What follows belongs to an exercise in optimizing a design on an open flow for small area; a production flow would make more cautious choices. In this exercise RTL edits were held to simulation tests only and were not proved equivalent to the original. Power figures rest on the tool's default switching activity, not on a simulated workload.

[config.mk]
export PLATFORM = sky130hd
export DESIGN_NAME = Systolic_array
export DESIGN_NICKNAME = Systolic_array
export VERILOG_FILES = /design/flow/design.v
export SDC_FILE = /design/flow/constraint.sdc
export NUM_CORES = 4
export LEC_CHECK = 0
export CAP_MARGIN = 20
export CORE_MARGIN = 2
export CORE_UTILIZATION = 45
export SLEW_MARGIN = 20
[design.v]
module PE #(
    parameter WORD_SIZE = 16
)(
    input   logic clk,
    input   logic read,
    input   logic reset,
    input   logic [WORD_SIZE-1:0] l_d_i,
    input   logic [WORD_SIZE-1:0] r_d_i,
    input   logic [WORD_SIZE-1:0] t_d_i,
    output  logic [WORD_SIZE-1:0] l_d_o,
    output  logic [WORD_SIZE-1:0] r_d_o
);
    logic [WORD_SIZE-1:0] buffer_w;
    logic [WORD_SIZE-1:0] buffer;
    logic [WORD_SIZE-1:0] r_d_o_r;
    always_comb begin
        if(reset) begin
            buffer_w = '0;
        end else if(read) begin
            buffer_w = r_d_i;
        end else begin
            buffer_w = buffer + l_d_i * t_d_i;
        end
        r_d_o = r_d_o_r;
        if(read) begin
            l_d_o = buffer;
        end else begin
            l_d_o = '0;
        end
    end
    always_ff @(posedge clk) begin
        buffer  <= buffer_w;
        r_d_o_r <= l_d_i;
    end
endmodule
module Systolic_array #(
    parameter PE_NUMBER = 40,
    parameter WORD_SIZE = 16
)(
    input logic clk,
    input logic read,
    input logic reset,
    input logic [15:0] l_d_i,
    input logic [PE_NUMBER-1:0][15:0] pe_t_w,
    output logic [15:0] l_d_o
);
    logic [15:0] pe_c_w[0:PE_NUMBER-1];
    logic [15:0] pe_r_w[0:PE_NUMBER];
    logic [15:0] delay_buffer[1:(PE_NUMBER)*(PE_NUMBER-1)/2];
    logic [15:0] pe_t_w_delayed[1:PE_NUMBER-1];
    assign pe_r_w[PE_NUMBER] = '0;
    genvar i;
    genvar j;
    generate
        PE #(
            .WORD_SIZE(WORD_SIZE)
        ) PE (
            .clk    (clk    ),
            .read   (read   ),
            .reset  (reset  ),
            .l_d_i  (l_d_i  ),
            .r_d_i  (pe_r_w[1]),
            .t_d_i  (pe_t_w[0]),
            .l_d_o  (pe_r_w[0]),
            .r_d_o  (pe_c_w[0])
        );
        for(i = 1; i < PE_NUMBER; i = i + 1) begin : generateArray
            always_ff @(posedge clk) begin
                delay_buffer[i*(i+1)/2] <= pe_t_w[i];
            end
            if(1 < i) begin
                for(j = i*(i-1)/2+1; j < i*(i+1)/2; j = j + 1) begin : generate_delay_buffer
                    always_ff @(posedge clk) begin
                        delay_buffer[j] <= delay_buffer[j+1];
                    end
                end
            end
            assign pe_t_w_delayed[i] = delay_buffer[i*(i-1)/2+1];
            PE PE(
                .clk    (clk    ),
                .read   (read   ),
                .reset  (reset  ),
                .l_d_i  (pe_c_w[i-1]),
                .r_d_i  (pe_r_w[i+1]),
                .t_d_i  (pe_t_w_delayed[i]),
                .l_d_o  (pe_r_w[i]),
                .r_d_o  (pe_c_w[i])
            );
        end
    endgenerate
    assign l_d_o = pe_r_w[0];
endmodule
[constraint.sdc]
create_clock -name core_clock -period 8.0 [get_ports {clk}]
set_input_delay 1.6000 -clock core_clock [delete_from_list [all_inputs] [get_ports {clk}]]
set_output_delay 1.6000 -clock core_clock [all_outputs]
set_load 0.01 [all_outputs]
[run.sh]
#!/bin/bash
# synth_recipe.tcl (not shown) runs the flow's synth.tcl, then flattens the netlist and writes it again
# the make line also repeats each setting of config.mk as NAME=value (left out here)
make -C /OpenROAD-flow-scripts/flow DESIGN_CONFIG=/design/flow/config.mk WORK_HOME=/design/flow/orfs CLKGATE_MAP_FILE= SYNTH_SCRIPT=/design/flow/synth_recipe.tcl finish
==> flow_summary.yaml <==
setup_path:
  max_stage_delay_ns: 0.58
  worst-endpoint-required_ns: 9.11
  crit_top_cell: "fa_1"
  arrival_ns: 7.47
  cp-end-kind: "flip-flop"
  crit_path_start_kind: "input pin"
  crit_family: "adder cells"
  cp_cell_sequence: "clkdlybuf4s50_1 -> buf_4 -> and2_1 -> fa_1 -> inv_1 -> fa_1 -> inv_1 -> ha_1 -> fa_1 -> fa_1 -> inv_1 -> fa_1 -> inv_1 -> ha_1 -> nor2_1 -> or2_2 -> a211oi_1 -> o21ai_1 -> o21ai_0 -> buf_4 -> xnor2_1 -> o21a_1"
  cp_num_buf_inv: 7
  critPathSlowestCell: "clkdlybuf4s50_1"
  worst-path-max-fanout: 4
  crit_type: "in -> reg"
timing:
  rsz0062_at_grt: "false"
  period_share: 0.795
  setup-violations-final: 0
  worst_pin_slew_ns: 1.04
  hold_slack_ns: 0.207
  tns_ns: 0
  fmax_ghz: 0.157
  final_hold_viol_count: 0
  max_slew_margin: 0.308
  slew_viol_final: 0
  finalCriticalPeriod_ns: 6.36
  fin_worst_skew_ns: 0.123
clocking:
  ctsHoldBuffers: 0
  root_buffer: "clkbuf_16"
  path_clk_slew_ns: 0.07
  clk_path_buf_depth: 6
  cts_buffers: 1368
  clock_sinks: 13700
  post_cts.repair.setup_buffers: 0
  clock_latency_ns: 1.26
  cts_tree: "done"
  cts_resized: 0
  ctsHtreeMaxLevel: 7
grt:
  antenna_found_initial: 92
  grtUsageMet2: 0.296
  grt.met1_usage: 0.236
  grt.busiest_layer: "met2"
  gr-total-overflow: 0
  grtUsageTotal: 0.179
  grt_pass1_vias: 255000
  grt_max_degree: 126
  grt_first_pass_wirelength_um: 1450000
  grt_util_met3: 0.0259
synthesis:
  synthXorXnorAreaFrac: 0.0286
  synthMuxAreaShare: 0.00339
  synth_top_area_share: 0.597
  synth_async_sr_flop_share: 0
  synthTopCellsByArea: "dfxtp_1 60%, fa_1 16%, ha_1 5.6%"
  synthCells: 36900
  ys_ff_latch: 13700
  yosysTopAreaCell: "dfxtp_1"
  synth-simple-area-share: 0.0710
  synth_edf_count: 0
  synth_nets: 43400
  avgSynthCellArea_um2: 12.5
  ys_types: 49
  synth_fa_ha_area_frac: 0.220
  syn_area_mm2: 0.461
  ys_seq_area_frac: 0.597
  yosysWarnings: 10
  ys.flop_type: "dfxtp_1"
  synth_top_family_by_area: "adder cells"
  synth_compound_area_frac: 0.0220
floorplanning:
  core-area_mm2: 1.02
  die_area_mm2: 1.03
  start_util: 0.452
  die_w_um: 1020
  io_pins: 675
  die_y_um: 1020
  rows: 371
place:
  dp_cells: 50400
  dp_hpwl_um: 663000
  gp_congestion: 0.858
  port_buffers: 674
min_path:
  hold_path_class: "reg -> reg"
detailed_routing:
  drc_errors: 0
  via_per_inst: 4.46
  routed_wl_um: 920000
  ant_nets: 0
  firstDrtPassIters: 5
  num_vias: 236000
  wl_per_cell_um: 17.4
  drtIter0Drc: 11200
pwr:
  clkPwrFrac: 0.287
  p_leak_nw: 240
  p_sw_frac: 0.326
  seq_power_share: 0.347
  combinationalPowerShare: 0.367
  ir_worst_vdd_mv: 0.306
  power_density_mw_per_mm2: 418
  internal_power_mw: 149
  p_sw_mw: 71.9
cells_and_area:
  fin_util: 0.517
  syn_to_final_growth_pct: 14.6
  final_common_cell: "dfxtp_1"
  final_nets: 44700
  final_cell_mix: "13700 x dfxtp_1, 6316 x inv_1, 3857 x nand2_1, 3760 x fa_1, 2210 x and2_1"
  drive_gt1_frac: 0.0585
  final_cell_count_no_fill: 53000
run_status:
  status: "timing/DRC/antenna clean"
job:
  cap_violations: 0
## power by group through the flow
stage | combinational, mW | clock [mW] | sequential (mW)
after floorplan | 64.3 | 0 | 75.6
after global placement | 79.3 | 0 | 78.0
after detailed placement | 80.5 | 0 | 78.0
after CTS | 81.5 | 65.1 | 76.6
after global routing | 93.0 | 67.8 | 76.8
final | 80.9 | 63.2 | 76.4
## through the flow
| stage | cell area, µm² | total power [mW] | setup WS [ns] |
|---|---|---|---|
| 3_5_place_dp | 482000 | 158 | 0.280 |
| 6_report | 528000 | 221 | 1.64 |
| 4_1_cts | 528000 | 223 | 1.62 |
| 2_1_floorplan | 461000 | 140 | 1.55 |
| 3_3_place_gp | 482000 | 157 | 0.157 |
| 5_1_grt | 528000 | 238 | 1.43 |
## state kept, by name (all words and copies together), names as in the netlist
name                      count
delay_buffer              12480
PE.r_d_o_r                   16
PE.buffer                    16
generateArray.PE.buffer     624
generateArray.PE.r_d_o_r    608
## kinds of logic after synthesis
family | count (synthesis)
AOI/OAI and AO/OA | 1620
buffers and inverters | 7157
adders and majority gates | 5840
and+or+nand+nor | 6943
DFF | 13700
muxes | 156
xor gates and xnor gates | 1440
## layout make-up
cell class | count | area, µm²
Tap cell | 13600 | 17000
Antenna cell | 176 | 440
Sequential cell | 13700 | 275000
Fill cell | 87100 | 493000
Multi-Input combinational cell | 16000 | 159000
Clock buffer | 1870 | 39100
Inverter | 6318 | 23700
Clock inverter | 493 | 6090
Timing Repair Buffer | 767 | 7600
## cells in the mapped netlist, drive strengths merged (42+ instances only)
library cell and instances:
dfxtp 13700, inv 6318, nand2 3859, fa 3760, and2 2213, ha 2080, xnor2 1118, clkbuf 775
a21oi 595, nor2 428, o21ai 315, xor2 282, a21o 156, mux2i 156, o21a 120, nor3 119
a211oi 116, nor4 78, o21bai 76, buf 64, nor2b 42, o211ai 42
## per-layer routing
metal / vias to the layer above / routed length [µm]
li1: 113000 / -
met1: 116000 / 406000
met2: 5507 / 429000
met3: 1944 / 44400
met4: 4 / 40200
met5: - / 30
## final timing paths
| kind | to | from | slack (ns) | depth (start not counted) |
|---|---|---|---|---|
| min | delay_buffer[581][8]$_DFF_P_ | delay_buffer[582][8]$_DFF_P_ | 0.21 | 0 |
| min reg2reg | delay_buffer[581][8]$_DFF_P_ | delay_buffer[582][8]$_DFF_P_ | 0.21 | 0 |
| max reg2reg | generateArray[19].PE.buffer[13]$_SDFF_PP0_ | delay_buffer[172][1]$_DFF_P_ | 1.95 | 17 |
| max | PE.buffer[15]$_SDFF_PP0_ | pe_t_w[5] | 1.64 | 22 |

## separate check: timing with driven ports
How much do the figures lean on ideal ports? The routed layout below was timed once more, with nothing changed but the port constraints.
Step 1, drivers: a clkbuf_16 drives clk and a buf_2 each remaining input, both assumed.
Step 2, shift: input delay + t, output delay - t, t = (earliest + latest rising clock arrival at the registers) / 2. This alone moves slack from input paths to output paths.
Slacks: ideal / step 1 / step 2; pairs: ideal / step 1.
t (ns): 1.345
setup slack, ns: 1.639 / 1.761 / 0.415
worst setup path after step 2: input to register
latest minus earliest clock arrival (ns): 0.171 / 0.171
After both steps this run still meets setup and hold. For this run, drivers alone change the setup slack by +0.122 ns; drivers and shift together by -1.224 ns.
